Source: an optimization exercise on an open RTL-to-GDS flow (aim: small area, a short achievable clock period and few clock cycles per item). Production flows keep margins and buffers that such runs may drop. Where RTL was checked, it was by simulation tests only, not by an equivalence proof against the original. The flow treats the clock pin as an ideal source. Dropping or thinning the clock tree relies on that and would not hold on a real chip. Power figures rest on the tool's default switching activity, not on a simulated workload.

==> flow/design.v <==
module packet_parser (
	input  logic         clk,
	input  logic         rst_n,       
	input  logic         s_tvalid,
	input  logic [7:0]   s_tdata,
	input  logic         s_tlast,
	output logic         s_tready,
	output logic         m_tvalid,
	input  logic         m_tready,
	output logic [367:0] m_tdata
	);
logic       rdy;            
logic       pend;           
logic       pad;            
logic [5:0] pos;            
logic       dv;             
logic [7:0] din;
logic       dl;
logic fill, proc, adv, p48, inwin, go_pend, go_pad;
logic next_pend, next_pad, dfull_next;
logic [5:0] pos_next;
logic shift_q;              
assign fill    = !pend && !pad;
assign proc    = dv && fill;
assign adv     = proc || pad;
assign p48     = (pos == 6'd48);
assign inwin   = (pos >= 6'd14) && (pos <= 6'd37);
assign go_pend = p48 && ((proc && dl) || pad);
assign go_pad  = proc && dl && !p48;
assign next_pend  = pend ? !m_tready : go_pend;
assign next_pad   = !pend && (pad ? !go_pend : go_pad);
assign dfull_next = (rdy && s_tvalid) || (dv && !proc);
assign pos_next   = pend ? (m_tready ? 6'd0 : pos) : ((adv && !p48) ? pos + 6'd1 : pos);
function logic stored_at(input logic [5:0] p);
	stored_at = (p <= 6'd14) || (p == 6'd16) || (p == 6'd17) ||
	            (p == 6'd23) || (p >= 6'd26 && p <= 6'd47);
endfunction
always_ff @(posedge clk or negedge rst_n) begin
	if (!rst_n) begin
		rdy  <= 1'b1;
		pend <= 1'b0;
		pad  <= 1'b0;
		pos  <= 6'd0;
		dv   <= 1'b0;
		shift_q <= 1'b0;
	end
	else begin
		rdy  <= !(next_pend || next_pad) || !dfull_next;
		pend <= next_pend;
		pad  <= next_pad;
		dv   <= dfull_next;
		pos  <= pos_next;
		shift_q <= ((dfull_next && !next_pend && !next_pad) || next_pad) && stored_at(pos_next);
	end
end
always_ff @(posedge clk) begin
	if (rdy) begin
		din <= s_tdata;
		dl  <= s_tlast;
	end
end
logic [7:0]   in_byte, cs_byte;
logic [319:0] ch;           
logic [15:0]  cnt;          
logic [15:0]  cnt_inc;
logic [15:0]  acc;          
logic         pc;           
logic         first;
assign in_byte = din & {8{!pad}};
assign cs_byte = in_byte & {8{pos <= 6'd33}};    
assign cnt_inc = cnt + {15'd0, ~&cnt};    
assign first   = (pos == 6'd14) || (pos == 6'd15);
always_ff @(posedge clk) begin
	if (shift_q)
		ch <= {ch[311:0], in_byte};
	if ((proc && (!dl || pos == 6'd0)) || go_pend)
		cnt <= (proc && pos == 6'd0) ? {15'd0, !dl} : cnt_inc;
	if (adv && inwin) begin
		acc[15:8]      <= acc[7:0];
		{pc, acc[7:0]} <= (first ? 9'd0 : {1'b0, acc[15:8]}) + {1'b0, cs_byte} +
		                  {8'd0, pc && !first};
	end
end
function integer slot(input integer b);
	integer i;
	begin
		if (b <= 14)      i = b;
		else if (b == 16) i = 15;
		else if (b == 17) i = 16;
		else if (b == 23) i = 17;
		else              i = b - 8;
		slot = 8 * (39 - i);
	end
endfunction
logic [47:0]  dest_mac, src_mac;
logic [15:0]  eth_type, total_length;
logic [7:0]   b14, protocol;
logic [31:0]  src_ip, dest_ip;
logic [111:0] payload;
genvar g;
generate
	for (g = 0; g < 6; g++) begin : MAC
		assign dest_mac[47-8*g -: 8] = ch[slot(g)   +: 8];
		assign src_mac [47-8*g -: 8] = ch[slot(6+g) +: 8];
	end
	for (g = 0; g < 4; g++) begin : IP
		assign src_ip [31-8*g -: 8] = ch[slot(26+g) +: 8];
		assign dest_ip[31-8*g -: 8] = ch[slot(30+g) +: 8];
	end
	for (g = 0; g < 14; g++) begin : PAY
		assign payload[8*g +: 8] = ch[slot(34+g) +: 8];
	end
endgenerate
assign eth_type     = {ch[slot(12) +: 8], ch[slot(13) +: 8]};
assign b14          = ch[slot(14) +: 8];
assign total_length = {ch[slot(16) +: 8], ch[slot(17) +: 8]};
assign protocol     = ch[slot(23) +: 8];
logic        f_v4, f_v6, f_short, f_ck, f_len;
logic        is_ipv4;
logic [15:0] len_now;
assign is_ipv4 = (eth_type == 16'h0800);
logic [16:0] lx, ly, lz;
logic        len_eq;
assign lx     = {1'b0, total_length};
assign ly     = 17'd14;
assign lz     = {1'b0, len_now};
assign len_eq = ((lx ^ ly ^ lz) == (((lx & ly) | ((lx | ly) & ~lz)) << 1));
assign len_now = cnt_inc;
always_ff @(posedge clk) begin
	if (go_pend) begin
		f_v4    <= is_ipv4;
		f_v6    <= (eth_type == 16'h86DD);
		f_short <= (len_now < 16'd48);
		f_ck    <= is_ipv4 && (b14 == 8'h45) && (acc == 16'hFFFF);
		f_len   <= is_ipv4 && len_eq;
	end
end
assign s_tready = rdy;
assign m_tvalid = pend;
assign m_tdata  = {11'b0, f_len, f_ck, f_short, f_v6, f_v4, acc, cnt, payload,
                   dest_ip, src_ip, protocol, total_length, b14[7:4], b14[3:0],
                   eth_type, src_mac, dest_mac};
endmodule
Settings: LEC_CHECK=0, CAP_MARGIN=20, CORE_MARGIN=2, CORE_UTILIZATION=65, PLACE_DENSITY=0.8, SLEW_MARGIN=20; clock period 13.5 ns.
standard.sh (not shown) runs the stock make flow with config.mk's settings and CLKGATE_MAP_FILE= SYNTH_SCRIPT=/design/flow/synth_recipe.tcl, a recipe that flattens the netlist after the stock synthesis.
==> flow/flow/run.sh <==
#!/bin/bash
# Own layout flow: the standard synthesis and layout, with
#  - plain sky130 buffers on the ports instead of the delay buffer the
#    resizer picks by default;
#  - a clock tree of fewer, larger sink clusters and no dummy loads, whose
#    middle level is then taken out (flow/bypass.tcl);
#  - timing repair asked to reach a setup slack margin, so that it works on
#    the paths that set the achieved period (the constraints are unchanged).
set -euo pipefail
bash standard.sh synth > synth.log 2>&1
bash standard.sh finish \
  BUFFER_PORTS_ARGS="-buffer_cell sky130_fd_sc_hd__buf_1" \
  CTS_ARGS="-sink_clustering_enable -repair_clock_nets -sink_clustering_size 30 -sink_clustering_max_diameter 100 -buf_list sky130_fd_sc_hd__clkbuf_16 -dont_use_dummy_load" \
  POST_CTS_TCL="$PWD/flow/bypass.tcl" \
  SETUP_SLACK_MARGIN=9.5 > layout.log 2>&1
==> flow/flow/bypass.tcl <==
# Run after clock tree synthesis (POST_CTS_TCL): take out the middle level
# of the clock tree, so that the root buffer drives the leaf buffers
# directly. Every register keeps the same number of buffers (two) between
# it and the clock port, so the tree stays balanced.
set block [ord::get_db_block]
set cnet [[$block findBTerm clk] getNet]
set root ""
foreach it [$cnet getITerms] { set root [$it getInst] }
set rnet ""
foreach it [$root getITerms] {
  if {[$it isOutputSignal]} { set rnet [$it getNet] }
}
set mids {}
foreach it [$rnet getITerms] {
  if {[$it isInputSignal]} { lappend mids [$it getInst] }
}
set n 0
foreach mid $mids {
  if {![string match "*clkbuf*" [[$mid getMaster] getName]]} continue
  set onet ""
  foreach o [$mid getITerms] {
    if {[$o isOutputSignal]} { set onet [$o getNet] }
  }
  if {$onet eq ""} continue
  set loads {}
  set ok 1
  foreach l [$onet getITerms] {
    if {[$l isInputSignal]} {
      lappend loads $l
      if {![string match "*clkbuf*" [[[$l getInst] getMaster] getName]]} { set ok 0 }
    }
  }
  if {!$ok} continue
  foreach l $loads {
    $l disconnect
    $l connect $rnet
  }
  odb::dbInst_destroy $mid
  odb::dbNet_destroy $onet
  incr n
}
puts "bypass.tcl: removed $n middle clock buffers; root drives [llength [$rnet getITerms]] pins"
The starting point completed with no timing, DRC or antenna violations.
Testbench counts at the start, summed over its fixed seeds: cycles 152,901, packets 320.
Then changed:
--- a/flow/design.v
+++ b/flow/design.v
@@ -26,13 +26,13 @@
 assign p48     = (pos == 6'd48);
 assign inwin   = (pos >= 6'd14) && (pos <= 6'd37);
 assign go_pend = p48 && ((proc && dl) || pad);
 assign go_pad  = proc && dl && !p48;
 assign next_pend  = pend ? !m_tready : go_pend;
 assign next_pad   = !pend && (pad ? !go_pend : go_pad);
-assign dfull_next = (rdy && s_tvalid) || (dv && !proc);
+assign dfull_next = rdy && s_tvalid;
 assign pos_next   = pend ? (m_tready ? 6'd0 : pos) : ((adv && !p48) ? pos + 6'd1 : pos);
 function logic stored_at(input logic [5:0] p);
 	stored_at = (p <= 6'd14) || (p == 6'd16) || (p == 6'd17) ||
 	            (p == 6'd23) || (p >= 6'd26 && p <= 6'd47);
 endfunction
 always_ff @(posedge clk or negedge rst_n) begin
@@ -42,25 +42,23 @@
 		pad  <= 1'b0;
 		pos  <= 6'd0;
 		dv   <= 1'b0;
 		shift_q <= 1'b0;
 	end
 	else begin
-		rdy  <= !(next_pend || next_pad) || !dfull_next;
+		rdy  <= !(next_pend || next_pad) && !(rdy && s_tvalid && s_tlast);
 		pend <= next_pend;
 		pad  <= next_pad;
 		dv   <= dfull_next;
 		pos  <= pos_next;
 		shift_q <= ((dfull_next && !next_pend && !next_pad) || next_pad) && stored_at(pos_next);
 	end
 end
 always_ff @(posedge clk) begin
-	if (rdy) begin
-		din <= s_tdata;
-		dl  <= s_tlast;
-	end
+	din <= s_tdata;
+	dl  <= s_tlast;
 end
 logic [7:0]   in_byte, cs_byte;
 logic [319:0] ch;           
 logic [15:0]  cnt;          
 logic [15:0]  cnt_inc;
 logic [15:0]  acc;          
@@ -127,13 +125,13 @@
 assign len_eq = ((lx ^ ly ^ lz) == (((lx & ly) | ((lx | ly) & ~lz)) << 1));
 assign len_now = cnt_inc;
 always_ff @(posedge clk) begin
 	if (go_pend) begin
 		f_v4    <= is_ipv4;
 		f_v6    <= (eth_type == 16'h86DD);
-		f_short <= (len_now < 16'd48);
+		f_short <= pad && (cnt[5:0] != 6'd47);
 		f_ck    <= is_ipv4 && (b14 == 8'h45) && (acc == 16'hFFFF);
 		f_len   <= is_ipv4 && len_eq;
 	end
 end
 assign s_tready = rdy;
 assign m_tvalid = pend;
After rerunning: Routed wire length is higher by about 2%. Synthesized area is lower by about 1.3%. Cell area is lower by about 1.3%. Worst hold slack is better by 0.0056 ns. Final cell count is lower by 1.4%. Die area is lower by 1.3%. Setup slack is worse by 0.037 ns. Clock-buffer cell count does not change. Combinational power is lower by about 4%. Sequential cell count is unchanged. Total power is lower by about 1.8%.
Function not checked in the second run of this note: the RTL went through the layout flow alone.

re-timing with driven ports:
The flow's constraints put no driver on any port. The routed layouts listed below were extracted and timed again, unchanged, in two steps. Step 1 sets driving cells, clkbuf_16 on the clock port and buf_2 on the other inputs (assumed; they add their load-dependent delay and slew). Step 2 times the ports against the registers' clock, not the clock port: input delays grow and output delays shrink by t, the midpoint of the rising clock arrivals with the driver on. Slacks: ideal ports / drivers / drivers and shift; pairs: ideal ports / drivers.
run | shift t [ns] | setup slack, ns | hold WS [ns] | latest minus earliest clock arrival (ns)
the first run | 0.498 | 9.632 / 9.584 / 9.287 | 0.420 / 0.420 / 0.420 | 0.038 / 0.039
the second run | 0.492 | 9.595 / 9.551 / 9.468 | 0.426 / 0.426 / 0.426 | 0.038 / 0.038
After both steps setup and hold are still met in every run listed. For the first run, which loses most, drivers alone change the setup slack by -0.048 ns; drivers and shift together by -0.345 ns.
